This design comes from an exercise in tuning for small area, a short achievable clock period and few clock cycles on the open sky130 flow, not from production work. Where RTL was checked, it was by simulation tests only, not by an equivalence proof against the original. Power is estimated from default activity; no workload was simulated.

==> flow/design.v <==
module divider(
	input wire [31:0] dividend,
	input wire [31:0] divisor,
	input clk,
	input rst,
	input start,
	output wire [31:0] quotient,
	output wire [31:0] remainder,
	output wire busy,
	output wire done
);
	reg [31:0] q;
	reg [31:0] r;
	reg [32:0] d;
	reg [3:0] cnt;
	reg running;
	reg done_r;
	assign quotient = q;
	assign remainder = r;
	assign busy = running;
	assign done = done_r;
	function [5:0] lzc;
		input [31:0] x;
		integer k;
		begin
			lzc = 6'd32;
			for (k = 0; k < 32; k = k + 1)
				if (x[k]) lzc = 6'd31 - k;
		end
	endfunction
	wire [5:0] za = lzc(dividend);
	wire [5:0] zb = lzc(divisor);
	wire b_zero = (divisor == 32'd0);
	wire a_less = (za > zb);              
	wire [4:0] sh = zb[4:0] - za[4:0];    
	wire [32:0] s0 = {divisor, 1'b0};
	wire [32:0] s1 = sh[1] ? {s0[30:0], 2'b0} : s0;
	wire [32:0] s2 = sh[2] ? {s1[28:0], 4'b0} : s1;
	wire [32:0] s3 = sh[3] ? {s2[24:0], 8'b0} : s2;
	wire [32:0] s4 = sh[4] ? {s3[16:0], 16'b0} : s3;
	wire [32:0] d1 = d >> 1;
	wire [33:0] diff1 = {2'b0, r} - {1'b0, d};
	wire ge1 = ~diff1[33];
	wire [31:0] r1 = ge1 ? diff1[31:0] : r;
	wire [32:0] diff2 = {1'b0, r1} - {1'b0, d1[31:0]};
	wire ge2 = ~diff2[32];
	wire [31:0] r2 = ge2 ? diff2[31:0] : r1;
	always @(posedge clk) begin
		if (rst) begin
			running <= 1'b0;
			done_r <= 1'b0;
		end
		else if (!running) begin
			if (start) begin
				r <= dividend;
				d <= s4;
				cnt <= sh[4:1];
				q <= {32{b_zero}};
				running <= ~(b_zero | a_less);
				done_r <= b_zero | a_less;
			end
		end
		else begin
			r <= r2;
			q <= {q[29:0], ge1, ge2};
			d <= d >> 2;
			cnt <= cnt - 4'd1;
			if (cnt == 4'd0) begin
				running <= 1'b0;
				done_r <= 1'b1;
			end
		end
	end
endmodule
Settings: LEC_CHECK=0, CAP_MARGIN=20, CORE_MARGIN=2, CORE_UTILIZATION=40, PLACE_DENSITY=0.6, SLEW_MARGIN=20; clock period 8.0 ns.
run.sh (not shown) runs the stock make flow with config.mk's settings and CLKGATE_MAP_FILE= SYNTH_SCRIPT=/design/flow/synth_recipe.tcl, a recipe that flattens the netlist after the stock synthesis.
Then changed:
--- a/flow/design.v
+++ b/flow/design.v
@@ -12,5 +12,5 @@
 	reg [31:0] q;
 	reg [31:0] r;
-	reg [32:0] d;
+	reg [32:0] d;         
 	reg [3:0] cnt;
 	reg running;
@@ -39,11 +39,19 @@
 	wire [32:0] s3 = sh[3] ? {s2[24:0], 8'b0} : s2;
 	wire [32:0] s4 = sh[4] ? {s3[16:0], 16'b0} : s3;
-	wire [32:0] d1 = d >> 1;
-	wire [33:0] diff1 = {2'b0, r} - {1'b0, d};
-	wire ge1 = ~diff1[33];
-	wire [31:0] r1 = ge1 ? diff1[31:0] : r;
-	wire [32:0] diff2 = {1'b0, r1} - {1'b0, d1[31:0]};
-	wire ge2 = ~diff2[32];
-	wire [31:0] r2 = ge2 ? diff2[31:0] : r1;
+	wire [31:0] h = d[32:1];
+	wire [32:0] t1 = {1'b0, r} - {1'b0, h};
+	wire [33:0] t2 = {2'b0, r} - {1'b0, d};
+	wire [34:0] xr = {3'b0, r};
+	wire [34:0] xd = ~{2'b0, d};
+	wire [34:0] xh = ~{3'b0, h};
+	wire [34:0] cs_s = xr ^ xd ^ xh;
+	wire [34:0] cs_c = (xr & xd) | (xr & xh) | (xd & xh);
+	wire [34:0] t3 = cs_s - ~{cs_c[33:0], 1'b1};
+	wire g1 = ~t1[32];
+	wire g2 = ~t2[33];
+	wire g3 = ~t3[34];
+	wire q1 = g2;
+	wire q0 = g3 | (g1 & ~g2);
+	wire [31:0] rn = g3 ? t3[31:0] : g2 ? t2[31:0] : g1 ? t1[31:0] : r;
 	always @(posedge clk) begin
 		if (rst) begin
@@ -62,6 +70,6 @@
 		end
 		else begin
-			r <= r2;
-			q <= {q[29:0], ge1, ge2};
+			r <= rn;
+			q <= {q[29:0], q1, q0};
 			d <= d >> 2;
 			cnt <= cnt - 4'd1;
The changed run ran to the end with no violations.
Final area went up by 16%.
Routed wire length rises by 22%.
Count of clock-buffer cells in the layout does not change.
Hold slack hardly moves.
Die area increases by 17%.
Via count goes up by 16%.
Flip-flop and latch count is unchanged.
No run of this note included a check of the RTL's function; only the layout flow was run.

========
Setup of v6:
Starts from the design.v that is shown in full above.
clock: 8.0 ns
lec_check: 0
abc_clock_period_in_ps: 3000
cap_margin: 20
core_margin: 2
core_utilization: 40
place_density: 0.6
setup_slack_margin: 4.5
slew_margin: 20
v6 went all the way through synthesis, placement and routing and the layout is clean on timing, DRC and antenna.
#### Input delta (v7 over v6)
==> flow/design.v <==
module divider(
	input wire [31:0] dividend,
	input wire [31:0] divisor,
	input clk,
	input rst,
	input start,
	output wire [31:0] quotient,
	output wire [31:0] remainder,
	output wire busy,
	output wire done
);
	reg [31:0] q;
	reg [31:0] r;
	reg [31:0] d;
	reg [4:0] cnt;
	reg running;
	reg align;
	reg done_r;
	assign quotient = q;
	assign remainder = r;
	assign busy = running;
	assign done = done_r;
	function [5:0] lzc;
		input [31:0] x;
		integer k;
		begin
			lzc = 6'd32;
			for (k = 0; k < 32; k = k + 1)
				if (x[k]) lzc = 6'd31 - k;
		end
	endfunction
	wire [5:0] zr = lzc(r);
	wire [5:0] zd = lzc(d);
	wire d_zero = (d == 32'd0);
	wire r_less = (zr > zd);            
	wire [4:0] sh = zd[4:0] - zr[4:0];   
	wire [32:0] diff = {1'b0, r} - {1'b0, d};
	wire ge = ~diff[32];
	always @(posedge clk) begin
		if (rst) begin
			running <= 1'b0;
			done_r <= 1'b0;
			align <= 1'b0;
		end
		else if (!running) begin
			if (start) begin
				r <= dividend;
				d <= divisor;
				running <= 1'b1;
				align <= 1'b1;
				done_r <= 1'b0;
			end
		end
		else if (align) begin
			align <= 1'b0;
			q <= {32{d_zero}};
			d <= d << sh;
			cnt <= sh;
			if (d_zero || r_less) begin
				running <= 1'b0;
				done_r <= 1'b1;
			end
		end
		else begin
			if (ge) r <= diff[31:0];
			q <= {q[30:0], ge};
			d <= d >> 1;
			cnt <= cnt - 5'd1;
			if (cnt == 5'd0) begin
				running <= 1'b0;
				done_r <= 1'b1;
			end
		end
	end
endmodule
## What came out
Final design instance area without fill: v7 vs v6 down 0.0038 sq mm
Summary of v7 over v6: aggregate negative setup slack barely changed; global routing usage on met2 now sits lower; wire length has decreased; part of the total power dissipated in the clock network went up.
Between v7 and v6, it is v7 whose total length of routed met2 wires is lower, by 27%.
Compared to v6, v7 has via count 22% lower.
Final period utilization: v7 < v6
Against v6, die extent in x in v7 fell by a little under 10%.
Taking v6 as the reference point, the instance count on the critical path of v7 falls by 5.
Testbench counts of v7, summed over its fixed seeds: cycles 12,180.
For v6, only the layout was checked, not whether the RTL still works.

port drivers added, routing unchanged:
How much do the figures lean on ideal ports? The routed layouts below were timed once more, with nothing changed but the port constraints. Step 1 assumes that a clkbuf_16 drives the clock port and a buf_2 every other input. Step 2 also shifts input and output timing later by t, the mid clock arrival at the registers, as if the neighbouring blocks saw the same clock. Slacks: ideal ports / drivers / drivers and shift; pairs: ideal ports / drivers.
run	t (ns)	setup WS [ns]	worst hold slack (ns)
the first run of note 1	0.407	1.692 / 1.692 / 1.350	0.551 / 0.551 / 0.551
the second run of note 1	0.417	1.382 / 1.402 / 0.984	0.551 / 0.551 / 0.551
v6	0.406	2.552 / 2.552 / 2.252	0.556 / 0.556 / 0.556
v7	0.412	3.480 / 3.480 / 3.480	0.615 / 0.615 / 0.615
After both steps setup and hold are still met in every run listed. For the second run of note 1, which loses most, drivers alone change the setup slack by +0.020 ns; drivers and shift together by -0.398 ns.
